Source: an optimization exercise on an open RTL-to-GDS flow (aim: small area). Production flows keep margins and buffers that such runs may drop. RTL that was checked went through simulation tests only; none was proved equivalent to the original. No functional check of the RTL was part of runs 2 to 10. Power figures rest on the tool's default switching activity, not on a simulated workload.

## flow/run.sh

```bash
#!/bin/bash
# synth_recipe.tcl (not shown) runs the flow's synth.tcl, then flattens the netlist and writes it again
# the make line also repeats each setting of config.mk as NAME=value (left out here)
make -C /OpenROAD-flow-scripts/flow DESIGN_CONFIG=/design/flow/config.mk WORK_HOME=/design/flow/orfs CLKGATE_MAP_FILE= SYNTH_SCRIPT=/design/flow/synth_recipe.tcl finish
```

## flow/constraint.sdc

```tcl
create_clock -name core_clock -period 5.0 [get_ports {clk}]
set_input_delay 1.0000 -clock core_clock [delete_from_list [all_inputs] [get_ports {clk}]]
set_output_delay 1.0000 -clock core_clock [all_outputs]
set_load 0.01 [all_outputs]
```

## flow/design.v

```verilog
`timescale 1ns / 1ps
module fifo #(parameter WIDTH=64, parameter DEPTH=8)(input clk, res_n, shift_in, shift_out,
                                                    input [WIDTH-1:0] data_in,
                                                    output reg full, empty,
                                                    output reg [WIDTH-1:0] data_out);
    reg [WIDTH-1:0] mem [0:DEPTH-1];
    reg [2:0] rd, wr;
    reg [3:0] cnt;
    always @(posedge clk) begin
        full <= (cnt == DEPTH);
        empty <= (cnt == 0);
        data_out <= mem[rd];
        if (res_n && shift_in)
            mem[wr] <= data_in;
        if (!res_n) begin
            rd <= 3'd0;
            wr <= 3'd0;
            cnt <= 4'd0;
        end else begin
            if (shift_out) rd <= rd + 3'd1;
            if (shift_in) wr <= wr + 3'd1;
            cnt <= cnt + {3'd0, shift_in} - {3'd0, shift_out};
        end
    end
endmodule
```

## flow/config.mk

```make
export PLATFORM = sky130hd
export DESIGN_NAME = fifo
export DESIGN_NICKNAME = fifo
export VERILOG_FILES = /design/flow/design.v
export SDC_FILE = /design/flow/constraint.sdc
export NUM_CORES = 4
export LEC_CHECK = 0
export CAP_MARGIN = 20
export CORE_MARGIN = 2
export CORE_UTILIZATION = 40
export PLACE_DENSITY = 0.6
export SLEW_MARGIN = 20
```

==> flow_summary.ini, run 1 <==
[placement]
postPlaceCellArea_sq_mm = 0.0234
place.gp.congestion = 0.665
detailed_place_hpwl_mm = 21.7
dp_slack_ns = 1.61
port_buffers = 133

[synthesis]
syn_avg_cell_area_sq_um = 24.2
syn-instance-count = 871
ys_warn_count = 1
yosys-top-cells-area = edfxtp_1 73%, mux4_2 14%, dfxtp_1 7.2%
yosysTopAreaCellShare_pct = 72.8
ys_types = 26
ys_seq_area_share_pct = 80.0
yosysTopAreaCell = edfxtp_1
syn_area_sq_mm = 0.0211
synth_seq_cells = 588

[drt]
wirelength_mm = 39.9
ant_nets = 0
drc = 0
dr.first_iter.drc_count = 621
dr_total_vias = 9097
wl_per_cell_um = 22.3
viasPerCell = 5.08
dr.pass1.iters = 4

[worst_setup_path]
crit_required_ns = 5.22
arrival_ns = 2.96
cp_slowest_cell = buf_4
crit_buf_inv = 3
end_kind = flip-flop
start_kind = input pin
cp.depth = 5
crit_family = buffers and inverters
worstPathMaxFanout = 45
r2r_cells = 3
criticalPathCategory = in -> reg
max_stage_delay_ns = 0.65
crit_top_cell = buf_4
crit_chain = clkdlybuf4s50_1, buf_4, or3b_2, nor2_4, buf_4

[clock_network]
clockBufferDepth = 3
hold_buffers = 0
post_cts_buffers = 0
cts_resized = 0
cts_inserted_buffers = 59
htree_levels = 2
cts_tree = yes
cts.clk_slew.worst_paths_ns = 0.06
cts-root-buf = clkbuf_16
cts_sinks = 588
clock_latency_ns = 0.62

[status]
outcome = timing/DRC/antenna clean

[global_route]
grt_pass1_vias = 9883
overflow = 0
track_usage_pct = 15.0
grt_max_degree = 73
grt_pass1_wl_mm = 60.9
antenna_found_initial = 2

[floorplanning]
initial_core_util_pct = 40.3
io_pins = 134
die-height_um = 234
fp-row-count = 84
core_area_sq_mm = 0.0523
fp.dieArea_sq_mm = 0.0546
fp.dieW_um = 234

[sta]
hold_viol = 0
finalMaxSlewViolations = 0
skew_ns = 0.0310
setup_ws_ns = 2.26
rsz0062_at_grt = false
tightest_slew_ns = 0.964
post-route-period-util_pct = 54.8
relSlewSlack_pct = 35.7
fmax_mhz = 365
final-setup-viol-count = 0
period_needed_ns = 2.74

[layout]
drive_above_1_share_pct = 27.7
fillers = 4295
num-nets-final = 1126
postLayoutCellArea_sq_mm = 0.0252
multiInputGateArea_sq_mm = 0.00403
mostFrequentLayoutCells = 512 x edfxtp_1, 133 x clkdlybuf4s50_1, 128 x mux4_2, 73 x dfxtp_1, 64 x mux2_2
syn2layout_area_growth_pct = 19.5
utilization_pct = 48.2
ff_latch_area_sq_mm = 0.0169
final_common_cell = edfxtp_1

[hold_path]
min_path_cells = 2
hold_path.class = reg -> reg

[power]
power_mw = 10.6
power_density_mw_per_mm2 = 421
ir_drop_mv = 0.296
cellLeakagePower_nw = 7.94

[run]
cap_violations = 0
## layer usage
| layer | vias to the layer above | GRT usage [%] | part of all wire [%] |
|---|---|---|---|
| met5 | - | 0 | 0.020 |
| met4 | 2 | 4.05 | 1.9 |
| met3 | 64 | 3.15 | 5.1 |
| met2 | 190 | 25.2 | 50 |
| met1 | 4833 | 20.0 | 43 |
| li1 | 4008 | - | - |
## cell type report
cell class / count / area share (%)
multi-input combinational: 240 / 16.0
sequential: 588 / 67.0
clock buffer: 77 / 6.24
timing repair buffer: 153 / 6.07
clock inverter: 35 / 1.21
antenna: 2 / 0.0198
tap: 688 / 3.41
inverter: 7 / 0.104
## flip-flops by register name, summed over array words and instances (netlist names)
register	flops
full	1
empty	1
rd	3
data_out	64
wr	3
mem	512
cnt	4
## cell families after synthesis
kind of cell / share of synthesized area (%)
DFF: 80.0
muxes: 17.2
buffers and inverters: 1.21
and+or+nand+nor: 0.723
adders and majority gates: 0.569
xor gates and xnor gates: 0.207
AOI/OAI and AO/OA: 0.0592
## per-stage QoR
stage	hold WS [ns]	std cells	setup TNS (ns)
after floorplan	0.493	871	-135.45
after global placement	0.534	1676	0
after detailed placement	0.528	1676	0
after CTS	0.522	1788	0
after global routing	0.552	1788	0
final	0.523	1790	0
## cells in the mapped netlist
cell and n:
xnor2_1 3, nand3_1 1, and2_1 6, fa_1 1, a21oi_1 1, buf_4 2
buf_6 11, or3b_2 1, a21o_1 1, xor2_1 2, inv_1 7, edfxtp_1 512
nand2b_1 2, buf_2 3, nor3_1 4, clkbuf_1 11, nand2_1 6, mux2i_1 3
buf_1 9, nor2b_1 3, nor2_1 4, mux2_2 64, ha_1 8, mux4_2 128
dfxtp_1 76, and3_1 2
## worst min-delay path: stages (launching register included)
cell and delay, ns:
dfxtp_1 0.30, inv_1 0.05, and3_1 0.13
## power breakdown
| group | switching, mW | internal [mW] | total, mW | leakage, nW |
|---|---|---|---|---|
| clock network | 1.79 | 2.43 | 4.22 | 0.911 |
| registers | 0.0970 | 5.49 | 5.59 | 5.27 |
| logic | 0.343 | 0.469 | 0.812 | 1.76 |
| total | 2.23 | 8.39 | 10.6 | 7.94 |
## worst paths after layout
kind	slack (ns)	end	startpoint
hold reg to reg	0.52	full	cnt[0]
hold / removal	0.52	full	cnt[0]
setup / recovery	2.26	mem[4][27]	res_n
setup reg to reg	2.50	data_out[36]	rd[0]
==> run 2, diff against run 1 <==
--- a/flow/design.v
+++ b/flow/design.v
@@ -4,20 +4,28 @@
                                                     output reg full, empty,
                                                     output reg [WIDTH-1:0] data_out);
     reg [WIDTH-1:0] mem [0:DEPTH-1];
-    reg [2:0] rd, wr;
+    reg [DEPTH-1:0] rd;    
+    reg [2:0] wr;
     reg [3:0] cnt;
+    reg [WIDTH-1:0] head;
+    integer i;
+    always @(*) begin
+        head = {WIDTH{1'b0}};
+        for (i = 0; i < DEPTH; i = i + 1)
+            head = head | (mem[i] & {WIDTH{rd[i]}});
+    end
     always @(posedge clk) begin
         full <= (cnt == DEPTH);
         empty <= (cnt == 0);
-        data_out <= mem[rd];
+        data_out <= head;
         if (res_n && shift_in)
             mem[wr] <= data_in;
         if (!res_n) begin
-            rd <= 3'd0;
+            rd <= {{(DEPTH-1){1'b0}}, 1'b1};
             wr <= 3'd0;
             cnt <= 4'd0;
         end else begin
-            if (shift_out) rd <= rd + 3'd1;
+            if (shift_out) rd <= {rd[DEPTH-2:0], rd[DEPTH-1]};
             if (shift_in) wr <= wr + 3'd1;
             cnt <= cnt + {3'd0, shift_in} - {3'd0, shift_out};
         end
==> flow_summary.ini, run 2 <==
[floorplanning]
core_area_sq_mm = 0.0502
die-height_um = 230
initial_core_util_pct = 40.6
fp.dieW_um = 230
fp-row-count = 82
io_pins = 134
fp.dieArea_sq_mm = 0.0527

[synthesis]
synthArstFlopShare_pct = 0
synth_seq_cells = 593
yosysTopAreaCellShare_pct = 75.6
yosys.cell_count.top_type = edfxtp_1
syn-instance-count = 1035
syn_area_sq_mm = 0.0203
synth_edf_count = 512
yosysTopAreaCell = edfxtp_1
ys_warn_count = 1
synthFlopType = edfxtp_1
ys_seq_area_share_pct = 83.5
synth_common_cells = 512 x edfxtp_1, 236 x a22oi_1, 81 x dfxtp_1, 64 x nand4_1, 26 x buf_6
syn_avg_cell_area_sq_um = 19.7
ys_types = 25
yosys-top-cells-area = edfxtp_1 76%, a22oi_1 8.7%, dfxtp_1 8.0%

[worst_setup_path]
criticalPathCategory = in -> reg
cp_slowest_cell = nor2_4
max_stage_delay_ns = 0.73
arrival_ns = 3.13
start_kind = input pin
worstPathMaxFanout = 23
end_kind = flip-flop
cp-startpoint = shift_in
crit_buf_inv = 2
crit_required_ns = 5.31
crit_family = buffers and inverters
crit-reg2reg-launch = wr[0]
crit_chain = clkdlybuf4s50_1, nand2b_1, nor2_4, buf_4

[drt]
wirelength_mm = 44.6
wl_per_cell_um = 23.4
drc = 0
dr_total_vias = 10392
viasPerCell = 5.44
dr.pass1.iters = 7
dr.first_iter.drc_count = 858
ant_nets = 0

[layout]
syn2layout_area_growth_pct = 19.1
instances_no_fill = 1909
largest_reg_flops = 512
final_common_cell = edfxtp_1
mostFrequentLayoutCells = 512 x edfxtp_1, 236 x a22oi_1, 133 x clkdlybuf4s50_1, 73 x dfxtp_1, 64 x nand4_1
reg_top3 = mem (512), data_out (64), rd (8)
regMostFlops = mem
drive_above_1_share_pct = 11.4
num-nets-final = 1262

[clock_network]
cts_sinks = 593
cts_resized = 0
cts.clk_slew.worst_paths_ns = 0.06
cts_tree = yes
clockBufferDepth = 3
clock_latency_ns = 0.62
htree_levels = 2
hold_buffers = 0
post_cts_buffers = 0
cts-root-buf = clkbuf_16
cts_inserted_buffers = 58

[sta]
setup_ws_ns = 2.17
rsz0062_at_grt = false
final-setup-viol-count = 0
period_needed_ns = 2.83
hold_viol = 0
finalMaxSlewViolations = 0
post-route-period-util_pct = 56.5
relSlewSlack_pct = 27.1
setup_tns_ns = 0
tightest_slew_ns = 1.09
skew_ns = 0.0283
fmax_mhz = 354

[hold_path]
hold_path.class = reg -> reg
min-delay-start = mem[5][50]

[global_route]
grt_pass1_wl_mm = 67.1
grt_pass1_vias = 10775
overflow = 0
grt_max_degree = 67
track_usage_pct = 16.8
antenna_found_initial = 3

[power]
power_density_mw_per_mm2 = 432
cellLeakagePower_nw = 7.58
ir_drop_mv = 0.279
power_mw = 10.5

[placement]
detailed_place_hpwl_mm = 23.1
dp.cells = 1798
dp_slack_ns = 1.50
place.gp.congestion = 0.747
port_buffers = 133

[run]
cap_violations = 0

[status]
outcome = timing/DRC/antenna clean
## run 2: worst min-delay path, stage by stage, from the launching register on
cell and delay, ns:
edfxtp_1 0.32, a22oi_1 0.06, nand4_1 0.07
## run 2: area by class of cell
| class | instances | area, sq um |
|---|---|---|
| clock buffer | 74 | 1540 |
| multi-input combinational | 376 | 2920 |
| timing repair buffer | 150 | 1480 |
| antenna | 1 | 2.50 |
| clock inverter | 36 | 393 |
| fill | 4082 | 25900 |
| inverter | 7 | 26.3 |
| sequential | 593 | 17000 |
| tap | 672 | 841 |
## run 2: logic make-up (layout without fill, tap and decap cells)
group	after synthesis	count (layout)	synth area share [%]
other cells	0	1	0
compound gates	258	258	10.0
mux	10	10	0.492
simple gates	97	97	2.84
fa+ha+maj	8	8	0.529
buf+inv	66	267	2.49
flops	593	593	83.5
xor+xnor	3	3	0.129
## run 2: where the power goes
part / switching, mW / internal [mW] / total, mW
clock network: 1.82 / 2.55 / 4.37
registers: 0.0921 / 5.51 / 5.60
logic: 0.255 / 0.250 / 0.505
## run 2: worst paths after layout
check,end,slack (ns),cells after the start
max,mem[3][8],2.17,4
min,data_out[50],0.49,2
max reg2reg,mem[3][8],2.76,3
min reg2reg,data_out[50],0.49,2
## run 2: through the flow
stage | hold slack [ns] | instance area, sq um | utilization (%)
6_report | 0.488 | 24200 | 48.3
5_1_grt | 0.519 | 24200 | 48.3
4_1_cts | 0.491 | 24200 | 48.3
3_5_place_dp | 0.461 | 22300 | 44.4
3_3_place_gp | 0.474 | 22300 | 44.4
2_1_floorplan | 0.440 | 20400 | -
## run 2: per-layer routing
| metal | global-route usage, % | share of wire [%] |
|---|---|---|
| met5 | 0 | 0.054 |
| met4 | 4.95 | 2.0 |
| met3 | 2.66 | 5.4 |
| met2 | 28.0 | 49 |
| met1 | 22.7 | 43 |
==> run 3, diff against run 2 <==
--- a/flow/config.mk
+++ b/flow/config.mk
@@ -7,6 +7,9 @@
 export LEC_CHECK = 0
 export CAP_MARGIN = 20
 export CORE_MARGIN = 2
-export CORE_UTILIZATION = 40
-export PLACE_DENSITY = 0.6
+export CORE_UTILIZATION = 60
+export CTS_BUF_LIST = sky130_fd_sc_hd__clkbuf_8
+export CTS_CLUSTER_DIAMETER = 40
+export CTS_CLUSTER_SIZE = 16
+export PLACE_DENSITY = 0.75
 export SLEW_MARGIN = 20
==> flow_summary.ini, run 3 <==
[power]
ir_drop_mv = 0.279
p_seq_share_pct = 59.9
switching_power_mw = 2.03
p_clk_share_pct = 34.7
p_int_mw = 7.30
cellLeakagePower_nw = 7.32
power_density_mw_per_mm2 = 400
pwr-share-comb_pct = 5.3
power_mw = 9.33
switching_share_pct = 21.7

[global_route]
overflow = 0
grt_pass1_vias = 10434
antenna_found_initial = 2
track_usage_pct = 23.0
grt_pass1_wl_mm = 61.2
grt_max_degree = 67

[synthesis]
yosys-top-cells-area = edfxtp_1 76%, a22oi_1 8.7%, dfxtp_1 8.0%
ys_seq_area_share_pct = 83.5
yosysTopAreaCell = edfxtp_1
synthArstFlopShare_pct = 0
synth_common_cells = 512 x edfxtp_1, 236 x a22oi_1, 81 x dfxtp_1, 64 x nand4_1, 26 x buf_6
syn_avg_cell_area_sq_um = 19.7
synth_edf_count = 512
ys_types = 25
syn_area_sq_mm = 0.0203
synthFlopType = edfxtp_1
ys_warn_count = 1
yosys.cell_count.top_type = edfxtp_1
synth_seq_cells = 593
yosysTopAreaCellShare_pct = 75.6
syn-instance-count = 1035

[layout]
reg_top3 = mem (512), data_out (64), rd (8)
multiInputGateArea_sq_mm = 0.00292
largest_reg_flops = 512
regMostFlops = mem
antenna_cells = 0
ff_latch_area_sq_mm = 0.0170
final_common_cell = edfxtp_1
num-nets-final = 1259
syn2layout_area_growth_pct = 14.7
postLayoutCellArea_sq_mm = 0.0233
instances_no_fill = 1680
drive_above_1_share_pct = 11.9
fillers = 2035
mostFrequentLayoutCells = 512 x edfxtp_1, 236 x a22oi_1, 133 x clkdlybuf4s50_1, 73 x dfxtp_1, 64 x nand4_1

[placement]
detailed_place_hpwl_mm = 19.9
place.gp.congestion = 0.725
postPlaceCellArea_sq_mm = 0.0220
port_buffers = 133
dp.cells = 1571
dp_slack_ns = 1.53

[floorplanning]
core_area_sq_mm = 0.0334
fp-row-count = 67
io_pins = 134
fp.dieW_um = 188
fp.dieArea_sq_mm = 0.0354
die-height_um = 188
initial_core_util_pct = 60.8

[worst_setup_path]
worstPathMaxFanout = 47
start_kind = input pin
crit_required_ns = 5.28
arrival_ns = 3.12
end_kind = flip-flop
criticalPathCategory = in -> reg

[sta]
setup_ws_ns = 2.16
hold_viol = 0
final-setup-viol-count = 0
relSlewSlack_pct = 27.4
period_needed_ns = 2.84
rsz0062_at_grt = false
finalMaxSlewViolations = 0
fmax_mhz = 352
post-route-period-util_pct = 56.8
skew_ns = 0.0204
setup_tns_ns = 0
tightest_slew_ns = 1.09

[clock_network]
cts_resized = 0
clock_latency_ns = 0.62
cts-root-buf = clkbuf_8
htree_levels = 2
cts_inserted_buffers = 58
cts_sinks = 593
hold_buffers = 0
cts_tree = yes
post_cts_buffers = 0
cts.clk_slew.worst_paths_ns = 0.09
clockBufferDepth = 3

[drt]
dr.pass1.iters = 5
viasPerCell = 6.11
wl_per_cell_um = 23.8
drc = 0
ant_nets = 0
dr.first_iter.drc_count = 1143
wirelength_mm = 39.9
dr_total_vias = 10265

[hold_path]
hold_path.class = reg -> reg

[run]
cap_violations = 0

[status]
outcome = timing/DRC/antenna clean
-- run 3: changes by cell type in the layout (fill, tap and decap cells not counted), sizes merged, moves of 2 or more --
cell / previous run / this run
buf: 17 / 14
inv: 9 / 31
clkinv: 27 / 14
clkinvlp: 0 / 2
clkbuf: 74 / 63
-- run 3: critical path, cell delays in order --
cell,delay [ns]
clkdlybuf4s50_1,0.45
buf_4,0.20
or3b_1,0.46
nor2_4,0.59
buf_12,0.38
-- run 3: cell type report --
type,instances,area share (%)
multi-input combinational,376,12.5
clock inverter,46,1.96
clock buffer,63,3.72
timing repair buffer,147,6.32
inverter,7,0.113
sequential,593,73.0
tap,448,2.40
-- run 3: worst paths after layout --
path              from  slack, ns     endpoint  depth (start not counted)
max reg2reg      wr[0]       2.72   mem[0][52]                          3
max              res_n       2.16   mem[0][52]                          5
min          mem[6][9]       0.48  data_out[9]                          2
min reg2reg  mem[6][9]       0.48  data_out[9]                          2
-- run 3: per-stage QoR --
step | utilization (%) | hold slack, ns
2_1_floorplan | - | 0.440
3_3_place_gp | 65.8 | 0.456
3_5_place_dp | 65.8 | 0.458
4_1_cts | 69.8 | 0.478
5_1_grt | 69.8 | 0.485
6_report | 69.8 | 0.479
-- run 3: per-layer routing --
layer | vias up | GRT usage (%) | share of wire, %
met5 | - | 0 | 0.068
met4 | 4 | 6.72 | 1.8
met3 | 65 | 4.42 | 8.0
met2 | 455 | 37.3 | 49
met1 | 5160 | 32.3 | 42
li1 | 4581 | - | -
-- run 3: cells by family (layout without fill, tap and decap cells) --
logic type	after synthesis	count (layout)	synth area share [%]
buffers and inverters	66	263	2.49
AO/OA/AOI/OAI	258	258	10.0
AND/OR/NAND/NOR	97	97	2.84
flip-flops	593	593	83.5
multiplexers	10	10	0.492
adder cells (fa/ha/maj)	8	8	0.529
XOR/XNOR	3	3	0.129
-- run 3: power by group through the flow --
stage                     clock [mW]  combinational [mW]  sequential [mW]
final                           3.24               0.498             5.59
after global routing            3.48               0.546             5.60
after CTS                       3.29               0.501             5.59
after detailed placement           0               0.496             5.70
after global placement             0               0.485             5.70
after floorplan                    0               0.217             5.69
==> run 4, diff against run 3 <==
==> flow/config.mk (replaced) <==
export PLATFORM = sky130hd
export DESIGN_NAME = fifo
export DESIGN_NICKNAME = fifo
export VERILOG_FILES = /design/flow/design.v
export SDC_FILE = /design/flow/constraint.sdc
export NUM_CORES = 4
export LEC_CHECK = 0
export CAP_MARGIN = 0
export CORE_MARGIN = 2
export CORE_UTILIZATION = 60
export CTS_BUF_LIST = sky130_fd_sc_hd__clkbuf_16
export CTS_CLUSTER_DIAMETER = 60
export CTS_CLUSTER_SIZE = 30
export PLACE_DENSITY = 0.75
export SLEW_MARGIN = 0
==> flow_summary.ini, run 4 <==
[status]
outcome = timing/DRC/antenna clean

[sta]
final-setup-viol-count = 0
skew_ns = 0.0276
setup_tns_ns = 0
tightest_slew_ns = 1.08
period_needed_ns = 2.86
relSlewSlack_pct = 28.1
hold_viol = 0
finalMaxSlewViolations = 0
post-route-period-util_pct = 57.2
fmax_mhz = 350
rsz0062_at_grt = false
setup_ws_ns = 2.14
fin_hold_ws_ns = 0.480

[synthesis]
yosys.cell_count.top_type = edfxtp_1
syn_avg_cell_area_sq_um = 19.7
yosys-top-cells-area = edfxtp_1 76%, a22oi_1 8.7%, dfxtp_1 8.0%
synthArstFlopShare_pct = 0
ys_seq_area_share_pct = 83.5
ys_types = 25
ys_warn_count = 1
yosysTopAreaCell = edfxtp_1
synth_seq_cells = 593
synthFlopType = edfxtp_1
synth_common_cells = 512 x edfxtp_1, 236 x a22oi_1, 81 x dfxtp_1, 64 x nand4_1, 26 x buf_6
syn_area_sq_mm = 0.0203
synth_edf_count = 512
syn-instance-count = 1035
yosysTopAreaCellShare_pct = 75.6

[placement]
place.gp.congestion = 0.725
port_buffers = 133
postPlaceCellArea_sq_mm = 0.0220
dp.cells = 1571
detailed_place_hpwl_mm = 19.9
dp_slack_ns = 1.53

[power]
power_mw = 8.98
power_density_mw_per_mm2 = 389
ir_drop_mv = 0.306
cellLeakagePower_nw = 7.15

[worst_setup_path]
cp.depth = 5
crit_chain = clkdlybuf4s50_1, buf_4, or3b_1, nor2_4, buf_12
end_kind = flip-flop
crit-reg2reg-launch = wr[0]
crit_required_ns = 5.26
worstPathMaxFanout = 47
arrival_ns = 3.12
criticalPathCategory = in -> reg
max_stage_delay_ns = 0.57
start_kind = input pin
cp-startpoint = res_n
crit_buf_inv = 3
cp_slowest_cell = nor2_4
r2r_cells = 3
crit_family = buffers and inverters

[clock_network]
cts_inserted_buffers = 31
post_cts_buffers = 0
cts_sinks = 593
cts_resized = 0
clock_latency_ns = 0.60
htree_levels = 1
clockBufferDepth = 3
cts.clk_slew.worst_paths_ns = 0.10
cts_tree = yes
cts-root-buf = clkbuf_16
hold_buffers = 0

[drt]
drc = 0
wl_per_cell_um = 24.1
dr.first_iter.drc_count = 1133
viasPerCell = 6.21
dr.pass1.iters = 6
dr_total_vias = 10116
wirelength_mm = 39.3
ant_nets = 0

[floorplanning]
core_area_sq_mm = 0.0334
fp-row-count = 67
io_pins = 134
fp.dieW_um = 188
fp.dieArea_sq_mm = 0.0354
initial_core_util_pct = 60.8
die-height_um = 188

[global_route]
grt_pass1_vias = 10123
overflow = 0
track_usage_pct = 22.4
grt_max_degree = 67
grt_pass1_wl_mm = 60.1
antenna_found_initial = 2

[layout]
fillers = 2057
syn2layout_area_growth_pct = 13.6
instances_no_fill = 1630
regMostFlops = mem
reg_top3 = mem (512), data_out (64), rd (8)
mostFrequentLayoutCells = 512 x edfxtp_1, 236 x a22oi_1, 133 x clkdlybuf4s50_1, 73 x dfxtp_1, 64 x nand4_1
drive_above_1_share_pct = 8.81
largest_reg_flops = 512
num-nets-final = 1232
final_common_cell = edfxtp_1
utilization_pct = 69.1
postLayoutCellArea_sq_mm = 0.0231

[hold_path]
min_path_cells = 2
hold_path.class = reg -> reg
min-delay-start = mem[6][9]

[run]
cap_violations = 0
-- run 4: final timing paths --
| kind | endpoint | slack, ns |
|---|---|---|
| worst max-delay path | mem[0][41] | 2.14 |
| worst min-delay path | data_out[9] | 0.48 |
| worst max register to register | mem[0][41] | 2.73 |
| worst min register to register | data_out[9] | 0.48 |
-- run 4: kinds of logic (layout without fill, tap and decap cells) --
| family | Yosys count | in the layout | synth area share [%] |
|---|---|---|---|
| adders and majority gates | 8 | 8 | 0.529 |
| and+or+nand+nor | 97 | 97 | 2.84 |
| AOI/OAI and AO/OA | 258 | 258 | 10.0 |
| muxes | 10 | 10 | 0.492 |
| DFF | 593 | 593 | 83.5 |
| xor gates and xnor gates | 3 | 3 | 0.129 |
| buffers and inverters | 66 | 212 | 2.49 |
| other | 0 | 1 | 0 |
-- run 4: tightest hold or removal path, cell delays in order (launching register included) --
cell and delay (ns):
edfxtp_1 0.33, a22oi_1 0.06, nand4_1 0.06
-- run 4: where the power goes --
group	internal [mW]	switching (mW)	total, mW
clock	1.25	1.65	2.90
combinational	0.251	0.245	0.496
sequential	5.50	0.0894	5.59
total	7.00	1.98	8.98
-- run 4: cell type report --
class	instances	area, sq um	share of cell area (%)
timing repair buffer	147	1470	6.38
clock buffer	31	776	3.36
multi-input combinational	376	2920	12.6
inverter	7	26.3	0.114
antenna	1	2.50	0.0108
clock inverter	27	320	1.39
tap	448	561	2.43
sequential	593	17000	73.7
-- run 4: per-layer routing --
layer | part of all wire [%] | wire length [um] | GRT usage (%) | vias up
li1 | - | - | - | 4514
met1 | 43 | 16700 | 32.7 | 5138
met2 | 48 | 19000 | 36.6 | 410
met3 | 7.2 | 2810 | 2.99 | 52
met4 | 1.8 | 704 | 5.24 | 2
met5 | 0.033 | 13 | 0 | -
==> run 5, diff against run 4 <==
==> flow/flow/run.sh (new file) <==
#!/bin/bash
# Standard layout, with the port buffers made from the smallest buffer cell.
set -euo pipefail
export BUFFER_PORTS_ARGS="-buffer_cell sky130_fd_sc_hd__buf_1"
bash standard.sh finish > standard_flow.log 2>&1
==> flow/standard.sh (new file) <==
#!/bin/bash
# synth_recipe.tcl (not shown) runs the flow's synth.tcl, then flattens the netlist and writes it again
# the make line also repeats each setting of config.mk as NAME=value (left out here)
make -C /OpenROAD-flow-scripts/flow DESIGN_CONFIG=/design/flow/config.mk WORK_HOME=/design/flow/orfs CLKGATE_MAP_FILE= SYNTH_SCRIPT=/design/flow/synth_recipe.tcl "${@:-finish}"
removed: flow/run.sh
==> flow_summary.ini, run 5 <==
[status]
outcome = timing/DRC/antenna clean

[placement]
port_buffers = 133
dp_slack_ns = 1.43
place.gp.congestion = 0.741
detailed_place_hpwl_mm = 20.6

[sta]
hold_viol = 0
period_needed_ns = 2.93
finalMaxSlewViolations = 0
post-route-period-util_pct = 58.6
setup_ws_ns = 2.07
fmax_mhz = 341
relSlewSlack_pct = 26.9
final-setup-viol-count = 0
rsz0062_at_grt = false
tightest_slew_ns = 1.10
setup_tns_ns = 0
skew_ns = 0.0180

[drt]
wirelength_mm = 40.3
drc = 0
dr.first_iter.drc_count = 981
wl_per_cell_um = 24.8
ant_nets = 0
dr.pass1.iters = 5
dr_total_vias = 10194
viasPerCell = 6.27

[synthesis]
yosysTopAreaCellShare_pct = 75.6
ys_seq_area_share_pct = 83.5
synth_edf_count = 512
synthFlopType = edfxtp_1
ys_warn_count = 1
synth_seq_cells = 593
syn_area_sq_mm = 0.0203
syn-instance-count = 1035
yosys.cell_count.top_type = edfxtp_1
ys_types = 25
yosys-top-cells-area = edfxtp_1 76%, a22oi_1 8.7%, dfxtp_1 8.0%
yosysTopAreaCell = edfxtp_1
synth_common_cells = 512 x edfxtp_1, 236 x a22oi_1, 81 x dfxtp_1, 64 x nand4_1, 26 x buf_6
syn_avg_cell_area_sq_um = 19.7
synthArstFlopShare_pct = 0

[worst_setup_path]
cp_slowest_cell = nor2_4
worst-r2r-setup-slack_ns = 2.57
criticalPathCategory = in -> reg
max_stage_delay_ns = 0.60
arrival_ns = 3.16
crit_chain = buf_1, or3b_1, nor2_4, buf_4
crit_required_ns = 5.23
end_kind = flip-flop
crit_family = simple AND/OR/NAND/NOR gates
start_kind = input pin
crit_buf_inv = 2
worstPathMaxFanout = 29
crit-reg2reg-launch = wr[0]
r2r_cells = 3
r2r-end = mem[4][11]

[floorplanning]
fp-row-count = 67
fp.dieW_um = 188
fp.dieArea_sq_mm = 0.0354
initial_core_util_pct = 60.8
core_area_sq_mm = 0.0334
die-height_um = 188
io_pins = 134

[power]
ir_drop_mv = 0.418
cellLeakagePower_nw = 6.79
power_density_mw_per_mm2 = 405

[clock_network]
cts_tree = yes
cts_inserted_buffers = 30
htree_levels = 1
cts_sinks = 593
clock_latency_ns = 0.59
cts.clk_slew.worst_paths_ns = 0.10
post_cts_buffers = 0
cts_resized = 0
clockBufferDepth = 3
cts-root-buf = clkbuf_16
hold_buffers = 0

[global_route]
track_usage_pct = 22.8
grt_pass1_wl_mm = 61.4
overflow = 0
grt_pass1_vias = 10363
grt_max_degree = 67
antenna_found_initial = 3

[layout]
largest_reg_flops = 512
regMostFlops = mem
syn2layout_area_growth_pct = 9.59
reg_top3 = mem (512), data_out (64), rd (8)
drive_above_1_share_pct = 8.58
mostFrequentLayoutCells = 512 x edfxtp_1, 236 x a22oi_1, 133 x buf_1, 73 x dfxtp_1, 64 x nand4_1
num-nets-final = 1229
final_common_cell = edfxtp_1

[hold_path]
min_path_cells = 2
hold_path_end = data_out[57]
hold_path.class = reg -> reg
min-delay-start = mem[4][57]

[run]
cap_violations = 0
==> run 5: cell counts after synthesis <==
Identical to the previous run, type by type.
==> run 5: power breakdown <==
group          internal (mW)  leakage (nW)  switching (mW)
logic                  0.141         0.926           0.238
clock network           1.43         0.552            1.62
registers               5.50          5.31          0.0971
total                   7.07          6.79            1.95
==> run 5: metrics by stage <==
stage / cells / total power, mW / area, sq um / utilization, % / hold WS [ns]
after floorplan: 1035 / 5.90 / 20400 / - / 0.440
after global placement: 1569 / 6.07 / 21100 / 63.2 / 0.453
after detailed placement: 1569 / 6.09 / 21100 / 63.2 / 0.454
after CTS: 1625 / 9.08 / 22300 / 66.7 / 0.486
after global routing: 1625 / 9.31 / 22300 / 66.7 / 0.503
final: 1627 / 9.03 / 22300 / 66.7 / 0.483
==> run 5: routing by layer <==
metal  share of wire [%]  GRT usage, %  routed length (um)
met1                  42          32.5               16900
met2                  49          37.5               19800
met3                 7.2          3.63                2910
met4                 1.8          5.54                 715
met5               0.077             0                  31
==> run 5: worst max-delay path by stage <==
| stage | start | to | slack (ns) | cells after the start |
|---|---|---|---|---|
| finish | res_n | mem[4][11] | 2.07 | 4 |
| global route | res_n | mem[4][11] | 1.93 | 4 |
| CTS | res_n | mem[4][11] | 2.03 | 4 |
| detailed placement | res_n | mem[4][11] | 1.43 | 4 |
| global placement | res_n | mem[4][6] | 1.53 | 4 |
| floorplan | res_n | mem[0][0] | 0.47 | 2 |
==> run 5: layout make-up <==
class	count	area (sq um)
Antenna cell	2	5.00
Fill cell	2166	11100
Tap cell	448	561
Multi-Input combinational cell	376	2920
Inverter	7	26.3
Clock buffer	31	776
Clock inverter	25	370
Sequential cell	593	17000
Timing Repair Buffer	145	614
==> run 5: kinds of logic (layout without fill, tap and decap cells) <==
kind of cell | after synthesis | in the layout | share of synthesized area (%)
other | 0 | 2 | 0
buffers and inverters | 66 | 208 | 2.49
AND/OR/NAND/NOR | 97 | 97 | 2.84
adder cells (fa/ha/maj) | 8 | 8 | 0.529
AO/OA/AOI/OAI | 258 | 258 | 10.0
flip-flops | 593 | 593 | 83.5
XOR/XNOR | 3 | 3 | 0.129
multiplexers | 10 | 10 | 0.492
==> run 5: worst min-delay path, stage by stage, from the launching register on <==
cell	delay [ns]
edfxtp_1	0.34
a22oi_1	0.06
nand4_1	0.07
==> run 6, diff against run 5 <==
==> flow/flow/run.sh (replaced) <==
#!/bin/bash
set -euo pipefail
export BUFFER_PORTS_ARGS="-buffer_cell sky130_fd_sc_hd__buf_1"
export CTS_ARGS="-sink_clustering_enable -repair_clock_nets -sink_clustering_size 30 -sink_clustering_max_diameter 60 -buf_list {sky130_fd_sc_hd__clkbuf_16} -dont_use_dummy_load"
bash standard.sh finish > standard_flow.log 2>&1
==> flow_summary.ini, run 6 <==
[floorplanning]
io_pins = 134
die-height_um = 188
fp.dieW_um = 188
fp.dieArea_sq_mm = 0.0354
core_area_sq_mm = 0.0334
initial_core_util_pct = 60.8
fp-row-count = 67

[synthesis]
synth_common_cells = 512 x edfxtp_1, 236 x a22oi_1, 81 x dfxtp_1, 64 x nand4_1, 26 x buf_6
ys_types = 25
synth_seq_cells = 593
synthFlopType = edfxtp_1
ys_seq_area_share_pct = 83.5
yosys.cell_count.top_type = edfxtp_1
yosysTopAreaCellShare_pct = 75.6
synth_edf_count = 512
syn_avg_cell_area_sq_um = 19.7
synthArstFlopShare_pct = 0
ys_warn_count = 1
yosysTopAreaCell = edfxtp_1
yosys-top-cells-area = edfxtp_1 76%, a22oi_1 8.7%, dfxtp_1 8.0%
syn_area_sq_mm = 0.0203
syn-instance-count = 1035

[layout]
regMostFlops = mem
mostFrequentLayoutCells = 512 x edfxtp_1, 236 x a22oi_1, 133 x buf_1, 73 x dfxtp_1, 64 x nand4_1
final_common_cell = edfxtp_1
drive_above_1_share_pct = 6.78
largest_reg_flops = 512
num-nets-final = 1229
syn2layout_area_growth_pct = 7.66
reg_top3 = mem (512), data_out (64), rd (8)
postLayoutCellArea_sq_mm = 0.0219

[global_route]
grt_pass1_wl_mm = 60.9
overflow = 0
grt_pass1_vias = 10380
track_usage_pct = 22.6
grt_max_degree = 67
antenna_found_initial = 3

[sta]
tightest_slew_ns = 1.11
setup_tns_ns = 0
setup_ws_ns = 2.02
final-setup-viol-count = 0
finalMaxSlewViolations = 0
fmax_mhz = 335
relSlewSlack_pct = 26.1
rsz0062_at_grt = false
hold_viol = 0
period_needed_ns = 2.98
post-route-period-util_pct = 59.6
skew_ns = 0.0475
fin_hold_ws_ns = 0.456

[worst_setup_path]
crit_required_ns = 5.19
arrival_ns = 3.17
crit_buf_inv = 2
start_kind = input pin
crit_family = simple AND/OR/NAND/NOR gates
cp_slowest_cell = nor2_4
max_stage_delay_ns = 0.61
crit_chain = buf_1, or3b_1, nor2_4, buf_4
end_kind = flip-flop
worstPathMaxFanout = 29
criticalPathCategory = in -> reg

[placement]
detailed_place_hpwl_mm = 20.6
port_buffers = 133
place.gp.congestion = 0.741
dp_slack_ns = 1.43
postPlaceCellArea_sq_mm = 0.0211

[clock_network]
clock_latency_ns = 0.59
cts_sinks = 593
htree_levels = 1
clockBufferDepth = 3
hold_buffers = 0
cts_resized = 0
cts_tree = yes
cts-root-buf = clkbuf_16
post_cts_buffers = 0
cts_inserted_buffers = 30
cts.clk_slew.worst_paths_ns = 0.08

[drt]
dr.pass1.iters = 5
viasPerCell = 6.33
dr.first_iter.drc_count = 972
ant_nets = 0
wl_per_cell_um = 25.0
wirelength_mm = 40.1
drc = 0
dr_total_vias = 10141

[power]
power_density_mw_per_mm2 = 383
ir_drop_mv = 0.350
power_mw = 8.38
cellLeakagePower_nw = 6.61

[run]
cap_violations = 0

[hold_path]
hold_path.class = reg -> reg

[status]
outcome = timing/DRC/antenna clean
run 6: cell counts after synthesis:
Identical to the previous run, type by type.
run 6: per-stage QoR:
| stage | utilization (%) | cells |
|---|---|---|
| global route | 65.5 | 1599 |
| finish | 65.5 | 1602 |
| global placement | 63.2 | 1569 |
| detailed placement | 63.2 | 1569 |
| CTS | 65.5 | 1599 |
| floorplan | - | 1035 |
run 6: power by group:
group | internal, mW | switching, mW
Sequential | 5.50 | 0.0964
Clock | 1.06 | 1.35
Combinational | 0.141 | 0.238
run 6: cells by family after synthesis:
kind of cell,share of synthesized area (%)
multiplexers,0.492
XOR/XNOR,0.129
buffers and inverters,2.49
AND/OR/NAND/NOR,2.84
flip-flops,83.5
adder cells (fa/ha/maj),0.529
AO/OA/AOI/OAI,10.0
run 6: worst paths after layout:
kind | start | to | slack [ns] | depth (start not counted)
max | res_n | mem[4][11] | 2.02 | 4
min | mem[5][10] | data_out[10] | 0.46 | 2
max reg2reg | wr[1] | mem[4][11] | 2.57 | 3
min reg2reg | mem[5][10] | data_out[10] | 0.46 | 2
run 6: worst register-to-register path, cell delays in order, from the launching register on:
cell     delay (ns)
dfxtp_1        0.43
or3b_1         0.49
nor2_4         0.61
buf_4          0.53
run 6: metal layers:
metal  share of wire, %  global-route usage, %  vias up
li1                   -                      -     4480
met1                 41                   32.0     5195
met2                 49                   37.2      406
met3                8.3                   3.89       56
met4                1.7                   5.45        4
met5              0.060                      0        -
run 6: cell type report:
cell class	instances	area [sq um]
inverters	7	26.3
diodes	3	7.51
clock buffers	30	751
repair buffers	145	614
well taps	448	561
flip-flops and latches	593	17000
fillers	2206	11500
multi-input cells	376	2920
==> run 7, diff against run 6 <==
==> flow/flow/run.sh (replaced) <==
#!/bin/bash
set -euo pipefail
export BUFFER_PORTS_ARGS="-buffer_cell sky130_fd_sc_hd__buf_1"
export CTS_ARGS="-sink_clustering_enable -repair_clock_nets -sink_clustering_size 20 -sink_clustering_max_diameter 50 -buf_list {sky130_fd_sc_hd__clkbuf_8 sky130_fd_sc_hd__clkbuf_16} -root_buf sky130_fd_sc_hd__clkbuf_16 -sink_clustering_buffer sky130_fd_sc_hd__clkbuf_8 -dont_use_dummy_load"
bash standard.sh finish > standard_flow.log 2>&1
==> flow_summary.ini, run 7 <==
[sta]
skew_ns = 0.0481
rsz0062_at_grt = false
tightest_slew_ns = 1.09
hold_viol = 0
finalMaxSlewViolations = 0
fmax_mhz = 330
setup_tns_ns = 0
post-route-period-util_pct = 60.6
relSlewSlack_pct = 27.1
final-setup-viol-count = 0
period_needed_ns = 3.03

[synthesis]
synth_seq_cells = 593
synth_common_cells = 512 x edfxtp_1, 236 x a22oi_1, 81 x dfxtp_1, 64 x nand4_1, 26 x buf_6
ys_seq_area_share_pct = 83.5
syn_avg_cell_area_sq_um = 19.7
ys_warn_count = 1
syn-instance-count = 1035
syn_area_sq_mm = 0.0203
yosys.cell_count.top_type = edfxtp_1
yosysTopAreaCell = edfxtp_1
synthFlopType = edfxtp_1
yosysTopAreaCellShare_pct = 75.6
ys_types = 25
synth_edf_count = 512
yosys-top-cells-area = edfxtp_1 76%, a22oi_1 8.7%, dfxtp_1 8.0%
synthArstFlopShare_pct = 0

[power]
cellLeakagePower_nw = 6.56
power_density_mw_per_mm2 = 374
ir_drop_mv = 0.275

[hold_path]
min_path_cells = 2
hold_path.class = reg -> reg

[global_route]
overflow = 0
antenna_found_initial = 3
grt_pass1_wl_mm = 61.1
grt_max_degree = 67
track_usage_pct = 22.7
grt_pass1_vias = 10403

[floorplanning]
fp-row-count = 67
initial_core_util_pct = 60.8
core_area_sq_mm = 0.0334
die-height_um = 188
fp.dieArea_sq_mm = 0.0354
fp.dieW_um = 188
io_pins = 134

[layout]
reg_top3 = mem (512), data_out (64), rd (8)
regMostFlops = mem
postLayoutCellArea_sq_mm = 0.0218
syn2layout_area_growth_pct = 7.00
largest_reg_flops = 512
fillers = 2224
num-nets-final = 1240
drive_above_1_share_pct = 7.66
final_common_cell = edfxtp_1
ff_latch_area_sq_mm = 0.0170
mostFrequentLayoutCells = 512 x edfxtp_1, 236 x a22oi_1, 133 x buf_1, 73 x dfxtp_1, 64 x nand4_1
multiInputGateArea_sq_mm = 0.00292

[worst_setup_path]
crit_buf_inv = 2
crit_required_ns = 5.14
max_stage_delay_ns = 0.60
crit_chain = buf_1, or3b_1, nor2_4, buf_4
criticalPathCategory = in -> reg
r2r_cells = 3
worstPathMaxFanout = 29
worst-r2r-setup-slack_ns = 2.55
start_kind = input pin
crit_family = simple AND/OR/NAND/NOR gates
arrival_ns = 3.17
cp_slowest_cell = nor2_4
end_kind = flip-flop
cp.depth = 4

[clock_network]
post_cts_buffers = 0
cts_inserted_buffers = 41
hold_buffers = 0
cts_resized = 0
cts-root-buf = clkbuf_16
cts.clk_slew.worst_paths_ns = 0.11
cts_sinks = 593
clockBufferDepth = 3
htree_levels = 2
cts_tree = yes
clock_latency_ns = 0.53

[drt]
dr.first_iter.drc_count = 908
drc = 0
ant_nets = 0
viasPerCell = 6.30
wirelength_mm = 40.1
wl_per_cell_um = 24.8
dr.pass1.iters = 5
dr_total_vias = 10161

[placement]
port_buffers = 133
place.gp.congestion = 0.741
detailed_place_hpwl_mm = 20.6
postPlaceCellArea_sq_mm = 0.0211

[status]
outcome = timing/DRC/antenna clean

[run]
cap_violations = 0
==> run 7: per-stage QoR <==
stage               worst slack [ns]  hold slack [ns]  utilization, %  total power [mW]  instances
floorplan                      0.471            0.440               -              5.90       1035
detailed placement              1.43            0.454            63.2              6.09       1569
finish                          1.97            0.474            65.1              8.15       1612
CTS                             1.95            0.469            65.1              8.20       1610
global route                    1.86            0.487            65.1              8.43       1610
global placement                1.53            0.453            63.2              6.07       1569
==> run 7: kinds of logic (layout without fill, tap and decap cells) <==
family	after synthesis	count (layout)	synth area share, %
flip-flops	593	593	83.5
AO/OA/AOI/OAI	258	258	10.0
AND/OR/NAND/NOR	97	97	2.84
buffers and inverters	66	193	2.49
multiplexers	10	10	0.492
adder cells (fa/ha/maj)	8	8	0.529
XOR/XNOR	3	3	0.129
other	0	2	0
==> run 7: power by group <==
part	internal [mW]	switching [mW]	leakage, nW
sequential	5.50	0.0961	5.31
combinational	0.141	0.237	0.926
clock	0.834	1.34	0.320
==> run 7: cell type report <==
cell class / instances / area share [%]
antenna: 2 / 0.0230
clock buffer: 41 / 2.85
timing repair buffer: 145 / 2.82
tap: 448 / 2.57
sequential: 593 / 78.2
multi-input combinational: 376 / 13.4
inverter: 7 / 0.121
==> run 7: final timing paths <==
kind,startpoint,to
worst max-delay path,res_n,mem[4][49]
worst max register to register,wr[0],mem[4][49]
worst min-delay path,mem[6][5],data_out[5]
worst min register to register,mem[6][5],data_out[5]
==> run 7: metal layers <==
layer,vias to the layer above,track usage [%],share of wire [%]
met2,443,37.3,49
met5,-,0,0.067
met4,4,6.21,1.9
li1,4492,-,-
met3,62,4.34,7.6
met1,5160,31.8,41
==> run 7: worst min-delay path: stages, from the launching register on <==
cell and delay [ns]:
edfxtp_1 0.33, a22oi_1 0.06, nand4_1 0.08
==> run 8, diff against run 7 <==
==> flow/flow/run.sh (replaced) <==
#!/bin/bash
set -euo pipefail
export BUFFER_PORTS_ARGS="-buffer_cell sky130_fd_sc_hd__buf_1"
export REMOVE_ABC_BUFFERS=1
export CTS_ARGS="-sink_clustering_enable -repair_clock_nets -sink_clustering_size 20 -sink_clustering_max_diameter 50 -buf_list {sky130_fd_sc_hd__clkbuf_8 sky130_fd_sc_hd__clkbuf_16} -root_buf sky130_fd_sc_hd__clkbuf_16 -sink_clustering_buffer sky130_fd_sc_hd__clkbuf_8 -dont_use_dummy_load"
bash standard.sh finish > standard_flow.log 2>&1
--- a/flow/config.mk
+++ b/flow/config.mk
@@ -8,8 +8,6 @@
 export CAP_MARGIN = 0
 export CORE_MARGIN = 2
 export CORE_UTILIZATION = 60
-export CTS_BUF_LIST = sky130_fd_sc_hd__clkbuf_16
-export CTS_CLUSTER_DIAMETER = 60
-export CTS_CLUSTER_SIZE = 30
+export GPL_TIMING_DRIVEN = 0
 export PLACE_DENSITY = 0.75
 export SLEW_MARGIN = 0
==> flow_summary.ini, run 8 <==
[sta]
fin_hold_ws_ns = 0.457
period_needed_ns = 3.09
finalMaxSlewViolations = 0
tightest_slew_ns = 0.946
rsz0062_at_grt = false
hold_viol = 0
skew_ns = 0.0470
setup_tns_ns = 0
setup_ws_ns = 1.91
fmax_mhz = 324
post-route-period-util_pct = 61.8
final-setup-viol-count = 0
relSlewSlack_pct = 36.8

[clock_network]
cts_sinks = 593
cts_inserted_buffers = 41
cts-root-buf = clkbuf_16
post_cts_buffers = 0
hold_buffers = 0
cts_tree = yes
clock_latency_ns = 0.53
htree_levels = 2
clockBufferDepth = 3
cts_resized = 0
cts.clk_slew.worst_paths_ns = 0.10

[worst_setup_path]
cp-startpoint = res_n
worstPathMaxFanout = 20
end_kind = flip-flop
criticalPathCategory = in -> reg
crit_required_ns = 5.20
arrival_ns = 3.29
max_stage_delay_ns = 0.67
crit_buf_inv = 5
cp_slowest_cell = nor3_2
crit_family = buffers and inverters
crit_chain = buf_1, nand2_1, nor3_2, buf_8, buf_6, buf_4, buf_6
crit-reg2reg-launch = wr[0]
start_kind = input pin
crit_top_cell = buf_6

[power]
cellLeakagePower_nw = 6.84
power_mw = 8.17
power_density_mw_per_mm2 = 365
ir_drop_mv = 0.247

[floorplanning]
fp.dieArea_sq_mm = 0.0354
io_pins = 134
fp-row-count = 67
fp.dieW_um = 188
initial_core_util_pct = 60.8
core_area_sq_mm = 0.0334
die-height_um = 188

[synthesis]
yosys-top-cells-area = edfxtp_1 76%, a22oi_1 8.7%, dfxtp_1 8.0%
ys_seq_area_share_pct = 83.5
synth_common_cells = 512 x edfxtp_1, 236 x a22oi_1, 81 x dfxtp_1, 64 x nand4_1, 26 x buf_6
syn_area_sq_mm = 0.0203
synth_seq_cells = 593
ys_types = 25
synthFlopType = edfxtp_1
synthArstFlopShare_pct = 0
yosysTopAreaCell = edfxtp_1
syn-instance-count = 1035
syn_avg_cell_area_sq_um = 19.7
yosysTopAreaCellShare_pct = 75.6
yosys.cell_count.top_type = edfxtp_1
ys_warn_count = 1
synth_edf_count = 512

[global_route]
track_usage_pct = 23.6
grt_max_degree = 63
antenna_found_initial = 4
overflow = 0
grt_pass1_wl_mm = 62.2
grt_pass1_vias = 10438

[placement]
place.gp.congestion = 0.705
postPlaceCellArea_sq_mm = 0.0218
dp.cells = 1603
port_buffers = 133
dp_slack_ns = 1.38
detailed_place_hpwl_mm = 24.5

[layout]
instances_no_fill = 1645
final_common_cell = edfxtp_1
reg_top3 = mem (512), data_out (64), rd (8)
mostFrequentLayoutCells = 512 x edfxtp_1, 236 x a22oi_1, 133 x buf_1, 73 x dfxtp_1, 64 x nand4_1
drive_above_1_share_pct = 10.3
utilization_pct = 67.0
postLayoutCellArea_sq_mm = 0.0224
syn2layout_area_growth_pct = 10.0
largest_reg_flops = 512
regMostFlops = mem
num-nets-final = 1274

[drt]
wirelength_mm = 42.0
dr.first_iter.drc_count = 920
dr_total_vias = 10344
viasPerCell = 6.29
drc = 0
wl_per_cell_um = 25.5
dr.pass1.iters = 6
ant_nets = 0

[run]
cap_violations = 0

[hold_path]
min-delay-start = mem[5][51]
hold_path.class = reg -> reg

[status]
outcome = timing/DRC/antenna clean
[run 8: cell counts after synthesis]
No cell type changed its count.
[run 8: cells by family after synthesis]
kind of cell,Yosys count,synth area share (%)
buffers and inverters,66,2.49
AND/OR/NAND/NOR,97,2.84
multiplexers,10,0.492
flip-flops,593,83.5
XOR/XNOR,3,0.129
AO/OA/AOI/OAI,258,10.0
adder cells (fa/ha/maj),8,0.529
[run 8: path summary, 6_finish.rpt]
kind	slack (ns)	endpoint	depth (start not counted)
max	1.91	mem[1][18]	7
min	0.46	data_out[51]	2
max reg2reg	2.51	mem[1][18]	6
min reg2reg	0.46	data_out[51]	2
[run 8: power by group]
part	total, mW	internal (mW)	switching [mW]
combinational	0.436	0.162	0.274
sequential	5.56	5.50	0.0616
clock	2.17	0.834	1.34
total	8.17	6.49	1.68
[run 8: metal layers]
layer | track usage [%] | wire length [um] | vias up
li1 | - | - | 4564
met1 | 31.9 | 17100 | 5307
met2 | 40.2 | 21100 | 417
met3 | 4.38 | 3110 | 50
met4 | 5.63 | 561 | 6
met5 | 0 | 41 | -
[run 8: cell type report]
class | count | area, sq um
well taps | 448 | 561
fillers | 2213 | 11100
multi-input cells | 376 | 2900
repair buffers | 179 | 1260
diodes | 1 | 2.50
clock buffers | 41 | 621
flip-flops and latches | 593 | 17000
inverters | 7 | 26.3
[run 8: worst min-delay path, stage by stage (launching register included)]
cell and delay (ns):
edfxtp_1 0.33, a22oi_1 0.06, nand4_1 0.07
==> run 9, diff against run 8 <==
==> flow/flow/run.sh (replaced) <==
#!/bin/bash
set -euo pipefail
export BUFFER_PORTS_ARGS="-buffer_cell sky130_fd_sc_hd__buf_1"
export CTS_ARGS="-sink_clustering_enable -repair_clock_nets -sink_clustering_size 12 -sink_clustering_max_diameter 30 -buf_list {sky130_fd_sc_hd__clkbuf_4 sky130_fd_sc_hd__clkbuf_8} -root_buf sky130_fd_sc_hd__clkbuf_8 -sink_clustering_buffer sky130_fd_sc_hd__clkbuf_4 -dont_use_dummy_load"
bash standard.sh finish > standard_flow.log 2>&1
--- a/flow/config.mk
+++ b/flow/config.mk
@@ -8,6 +8,8 @@
 export CAP_MARGIN = 0
 export CORE_MARGIN = 2
 export CORE_UTILIZATION = 60
-export GPL_TIMING_DRIVEN = 0
+export CTS_BUF_LIST = sky130_fd_sc_hd__clkbuf_16
+export CTS_CLUSTER_DIAMETER = 60
+export CTS_CLUSTER_SIZE = 30
 export PLACE_DENSITY = 0.75
 export SLEW_MARGIN = 0
==> flow_summary.ini, run 9 <==
[status]
outcome = timing/DRC/antenna clean

[global_route]
grt_pass1_wl_mm = 61.9
grt_max_degree = 67
antenna_found_initial = 3
grt_pass1_vias = 10813
overflow = 0
track_usage_pct = 23.2

[placement]
dp.cells = 1569
detailed_place_hpwl_mm = 20.6
place.gp.congestion = 0.741
port_buffers = 133
postPlaceCellArea_sq_mm = 0.0211
dp_slack_ns = 1.43

[worst_setup_path]
r2r_cells = 3
crit-reg2reg-launch = wr[0]
end_kind = flip-flop
crit_buf_inv = 2
crit_family = simple AND/OR/NAND/NOR gates
worstPathMaxFanout = 29
criticalPathCategory = in -> reg
cp_slowest_cell = nor2_4
r2r-end = mem[4][43]
start_kind = input pin
max_stage_delay_ns = 0.59
crit_chain = buf_1, or3b_1, nor2_4, buf_4
crit_required_ns = 5.18
arrival_ns = 3.16
worst-r2r-setup-slack_ns = 2.53

[layout]
instances_no_fill = 1662
syn2layout_area_growth_pct = 7.61
postLayoutCellArea_sq_mm = 0.0219
utilization_pct = 65.5
drive_above_1_share_pct = 11.5
largest_reg_flops = 512
regMostFlops = mem
reg_top3 = mem (512), data_out (64), rd (8)
mostFrequentLayoutCells = 512 x edfxtp_1, 236 x a22oi_1, 133 x buf_1, 83 x clkbuf_4, 73 x dfxtp_1
num-nets-final = 1291
final_common_cell = edfxtp_1

[drt]
wl_per_cell_um = 24.4
drc = 0
dr_total_vias = 10454
viasPerCell = 6.29
dr.first_iter.drc_count = 992
wirelength_mm = 40.6
dr.pass1.iters = 5
ant_nets = 0

[clock_network]
clockBufferDepth = 3
htree_levels = 3
cts_inserted_buffers = 92
cts-root-buf = clkbuf_8
clock_latency_ns = 0.64
cts_tree = yes
cts_sinks = 593
cts.clk_slew.worst_paths_ns = 0.07
cts_resized = 0
post_cts_buffers = 0
hold_buffers = 0

[synthesis]
syn-instance-count = 1035
yosysTopAreaCell = edfxtp_1
yosys.cell_count.top_type = edfxtp_1
synth_common_cells = 512 x edfxtp_1, 236 x a22oi_1, 81 x dfxtp_1, 64 x nand4_1, 26 x buf_6
syn_avg_cell_area_sq_um = 19.7
synth_seq_cells = 593
synth_edf_count = 512
ys_warn_count = 1
yosys-top-cells-area = edfxtp_1 76%, a22oi_1 8.7%, dfxtp_1 8.0%
synthArstFlopShare_pct = 0
ys_seq_area_share_pct = 83.5
synthFlopType = edfxtp_1
yosysTopAreaCellShare_pct = 75.6
ys_types = 25
syn_area_sq_mm = 0.0203

[sta]
rsz0062_at_grt = false
setup_ws_ns = 2.02
finalMaxSlewViolations = 0
post-route-period-util_pct = 59.6
relSlewSlack_pct = 26.9
tightest_slew_ns = 1.10
period_needed_ns = 2.98
setup_tns_ns = 0
hold_viol = 0
fmax_mhz = 335
skew_ns = 0.113
final-setup-viol-count = 0

[power]
power_density_mw_per_mm2 = 380
cellLeakagePower_nw = 6.68
ir_drop_mv = 0.251

[hold_path]
hold_path_end = data_out[24]
min_path_cells = 2
min-delay-start = mem[5][24]
hold_path.class = reg -> reg

[floorplanning]
initial_core_util_pct = 60.8
die-height_um = 188
fp.dieArea_sq_mm = 0.0354
core_area_sq_mm = 0.0334
fp.dieW_um = 188
fp-row-count = 67
io_pins = 134

[run]
cap_violations = 0
[run 9: cell counts after synthesis]
Identical to the previous run, type by type.
[run 9: power breakdown]
part           internal [mW]  leakage, nW  switching, mW
clock                  0.929        0.447           1.42
combinational          0.141        0.926          0.237
sequential              5.50         5.31         0.0966
[run 9: per-stage QoR]
step	total power, mW	hold WS, ns
after floorplan	5.90	0.440
final	8.33	0.438
after detailed placement	6.09	0.454
after global routing	8.66	0.451
after CTS	8.39	0.442
after global placement	6.07	0.453
[run 9: worst max-delay path by stage]
stage / startpoint / to / slack (ns) / depth (start not counted)
CTS: res_n / mem[4][43] / 2.00 / 4
detailed placement: res_n / mem[4][11] / 1.43 / 4
floorplan: res_n / mem[0][0] / 0.47 / 2
finish: res_n / mem[4][43] / 2.02 / 4
global route: res_n / mem[4][43] / 1.90 / 4
global placement: res_n / mem[4][6] / 1.53 / 4
[run 9: metal layers]
layer	GRT usage, %	wire (um)
met1	31.3	16700
met5	0	24
met2	37.2	19800
met3	5.93	3190
met4	8.39	838
[run 9: layout make-up]
class	count	area, sq um
diodes	1	2.50
clock buffers	92	747
fillers	2254	11500
inverters	7	26.3
multi-input cells	376	2920
flip-flops and latches	593	17000
well taps	448	561
repair buffers	145	614
[run 9: cell families (layout without fill, tap and decap cells)]
| logic type | Yosys count | after routing | share of synthesized area [%] |
|---|---|---|---|
| adders and majority gates | 8 | 8 | 0.529 |
| buffers and inverters | 66 | 244 | 2.49 |
| and+or+nand+nor | 97 | 97 | 2.84 |
| xor gates and xnor gates | 3 | 3 | 0.129 |
| other | 0 | 1 | 0 |
| muxes | 10 | 10 | 0.492 |
| DFF | 593 | 593 | 83.5 |
| AOI/OAI and AO/OA | 258 | 258 | 10.0 |
[run 9: worst reg2reg max path, stage by stage, from the launching register on]
cell	delay, ns
dfxtp_1	0.43
or3b_1	0.50
nor2_4	0.59
buf_4	0.54
==> run 10, diff against run 9 <==
==> flow/flow/run.sh (replaced) <==
#!/bin/bash
set -euo pipefail
export BUFFER_PORTS_ARGS="-buffer_cell sky130_fd_sc_hd__buf_1"
export CTS_ARGS="-sink_clustering_enable -repair_clock_nets -sink_clustering_size 26 -sink_clustering_max_diameter 45 -buf_list {sky130_fd_sc_hd__clkbuf_8} -root_buf sky130_fd_sc_hd__clkbuf_8 -sink_clustering_buffer sky130_fd_sc_hd__clkbuf_8 -dont_use_dummy_load"
bash standard.sh finish > standard_flow.log 2>&1
==> flow_summary.ini, run 10 <==
[status]
outcome = timing/DRC/antenna clean

[floorplanning]
fp-row-count = 67
die-height_um = 188
fp.dieArea_sq_mm = 0.0354
io_pins = 134
initial_core_util_pct = 60.8
core_area_sq_mm = 0.0334
fp.dieW_um = 188

[worst_setup_path]
crit_required_ns = 5.19
crit_family = simple AND/OR/NAND/NOR gates
end_kind = flip-flop
max_stage_delay_ns = 0.60
criticalPathCategory = in -> reg
worstPathMaxFanout = 29
crit_chain = buf_1, or3b_1, nor2_4, buf_4
crit_buf_inv = 2
arrival_ns = 3.16
start_kind = input pin
cp_slowest_cell = nor2_4

[layout]
regMostFlops = mem
largest_reg_flops = 512
utilization_pct = 65.1
num-nets-final = 1244
mostFrequentLayoutCells = 512 x edfxtp_1, 236 x a22oi_1, 133 x buf_1, 73 x dfxtp_1, 64 x nand4_1
reg_top3 = mem (512), data_out (64), rd (8)
final_common_cell = edfxtp_1
syn2layout_area_growth_pct = 7.01
instances_no_fill = 1617
drive_above_1_share_pct = 7.98

[clock_network]
clockBufferDepth = 3
cts-root-buf = clkbuf_8
htree_levels = 2
post_cts_buffers = 0
cts_inserted_buffers = 45
clock_latency_ns = 0.60
cts_sinks = 593
cts_tree = yes
cts_resized = 0
hold_buffers = 0
cts.clk_slew.worst_paths_ns = 0.12

[drt]
viasPerCell = 6.30
drc = 0
dr.first_iter.drc_count = 934
dr.pass1.iters = 5
wirelength_mm = 40.2
wl_per_cell_um = 24.8
ant_nets = 0
dr_total_vias = 10186

[global_route]
grt_pass1_vias = 10448
overflow = 0
track_usage_pct = 22.9
grt_pass1_wl_mm = 61.2
antenna_found_initial = 3
grt_max_degree = 67

[power]
p_int_mw = 6.45
switching_power_mw = 1.67
power_density_mw_per_mm2 = 373
cellLeakagePower_nw = 6.56
pwr-share-comb_pct = 4.7
power_mw = 8.12
switching_share_pct = 20.6
p_seq_share_pct = 68.9
p_clk_share_pct = 26.4
ir_drop_mv = 0.300

[sta]
setup_tns_ns = 0
fmax_mhz = 336
relSlewSlack_pct = 28.5
tightest_slew_ns = 1.07
post-route-period-util_pct = 59.4
final-setup-viol-count = 0
finalMaxSlewViolations = 0
period_needed_ns = 2.97
skew_ns = 0.0733
setup_ws_ns = 2.03
rsz0062_at_grt = false
hold_viol = 0

[hold_path]
hold_path.class = reg -> reg

[synthesis]
synthArstFlopShare_pct = 0
ys_types = 25
synth_common_cells = 512 x edfxtp_1, 236 x a22oi_1, 81 x dfxtp_1, 64 x nand4_1, 26 x buf_6
synth_seq_cells = 593
yosys.cell_count.top_type = edfxtp_1
synthMuxAreaShare_pct = 0.492
syn_area_sq_mm = 0.0203
yosys-top-cells-area = edfxtp_1 76%, a22oi_1 8.7%, dfxtp_1 8.0%
syn-instance-count = 1035
synthFlopType = edfxtp_1
synth_top_family_by_area = compound AO/OA/AOI/OAI gates
ys_warn_count = 1
syn_avg_cell_area_sq_um = 19.7
synth_edf_count = 512
synth-simple-area-share_pct = 2.84
synth-xor-area-share_pct = 0.129
yosysTopAreaCellShare_pct = 75.6
ys_seq_area_share_pct = 83.5
synthAdderAreaFrac_pct = 0.529
synth_compound_area_share_pct = 10.0
yosysTopAreaCell = edfxtp_1

[placement]
place.gp.congestion = 0.741
dp_slack_ns = 1.43
detailed_place_hpwl_mm = 20.6
dp.cells = 1569
port_buffers = 133

[run]
cap_violations = 0
run 10: cells by family after synthesis:
| family | Yosys count |
|---|---|
| buffers and inverters | 66 |
| and+or+nand+nor | 97 |
| DFF | 593 |
| xor gates and xnor gates | 3 |
| AOI/OAI and AO/OA | 258 |
| adders and majority gates | 8 |
| muxes | 10 |
run 10: final cells by class:
cell class / count / area (sq um)
antenna: 3 / 7.51
clock buffer: 45 / 619
fill: 2225 / 11700
inverter: 7 / 26.3
multi-input combinational: 376 / 2920
sequential: 593 / 17000
tap: 448 / 561
timing repair buffer: 145 / 614
run 10: metal layers:
layer / share of wire (%) / GRT usage, % / vias up
met5: 0.060 / 0 / -
met4: 2.3 / 7.12 / 4
met3: 7.0 / 4.57 / 76
met2: 49 / 37.1 / 391
met1: 42 / 31.9 / 5217
li1: - / - / 4498
run 10: path summary, 6_finish.rpt:
check | cells after the start | startpoint | end | slack (ns)
hold / removal | 2 | mem[0][5] | data_out[5] | 0.45
setup / recovery | 4 | res_n | mem[4][49] | 2.03
hold reg to reg | 2 | mem[0][5] | data_out[5] | 0.45
setup reg to reg | 3 | wr[0] | mem[4][49] | 2.54
run 10: power by group through the flow:
stage	clock (mW)	combinational [mW]	sequential [mW]
3_5_place_dp	0	0.381	5.71
4_1_cts	2.20	0.382	5.60
6_report	2.15	0.378	5.60
2_1_floorplan	0	0.217	5.69
3_3_place_gp	0	0.370	5.70
5_1_grt	2.38	0.422	5.61
run 10: stage by stage:
stage / hold slack (ns) / instance area, sq um
floorplan: 0.440 / 20400
global placement: 0.453 / 21100
detailed placement: 0.454 / 21100
CTS: 0.452 / 21800
global route: 0.477 / 21800
finish: 0.452 / 21800
run 10: worst reg2reg max path, cell delays in order (launching register included):
cell and delay (ns):
dfxtp_1 0.42, or3b_1 0.50, nor2_4 0.60, buf_4 0.53

==> port drivers added, routing unchanged <==
The results above use ideal ports. As a check the final layouts listed here were re-extracted and re-timed, cells and wires unchanged. Step 1: set_driving_cell puts a clkbuf_16 on clk and a buf_2 on each other input, an assumption about the parent block. Step 2 times the ports against the registers' clock, not the clock port: input delays grow and output delays shrink by t, the midpoint of the rising clock arrivals with the driver on. a / b / c = ideal / step 1 / step 2; a / b = the first two.
run | t (ns) | setup slack, ns | hold slack, ns | worst setup path after step 2 | worst data-port slew with drivers (ns)
run 1 | 0.661 | 2.260 / 2.293 / 1.631 | 0.523 / 0.523 / 0.523 | input to register | 0.10
run 2 | 0.658 | 2.174 / 2.189 / 1.531 | 0.488 / 0.488 / 0.488 | input to register | 0.09
run 3 | 0.659 | 2.159 / 2.181 / 1.522 | 0.479 / 0.479 / 0.479 | input to register | 0.09
run 4 | 0.637 | 2.142 / 2.168 / 1.531 | 0.480 / 0.480 / 0.480 | input to register | 0.11
run 5 | 0.635 | 2.069 / 2.093 / 1.458 | 0.483 / 0.483 / 0.483 | input to register | 0.08
run 6 | 0.615 | 2.019 / 2.039 / 1.425 | 0.456 / 0.456 / 0.456 | input to register | 0.08
run 7 | 0.557 | 1.969 / 1.990 / 1.433 | 0.474 / 0.474 / 0.474 | input to register | 0.08
run 8 | 0.559 | 1.912 / 1.939 / 1.380 | 0.457 / 0.457 / 0.457 | input to register | 0.08
run 9 | 0.633 | 2.018 / 2.038 / 1.404 | 0.438 / 0.438 / 0.438 | input to register | 0.08
run 10 | 0.619 | 2.028 / 2.047 / 1.428 | 0.452 / 0.452 / 0.452 | input to register | 0.08
After both steps every run listed still meets setup and hold. For run 2, which loses most, drivers alone change the setup slack by +0.015 ns; drivers and shift together by -0.643 ns.
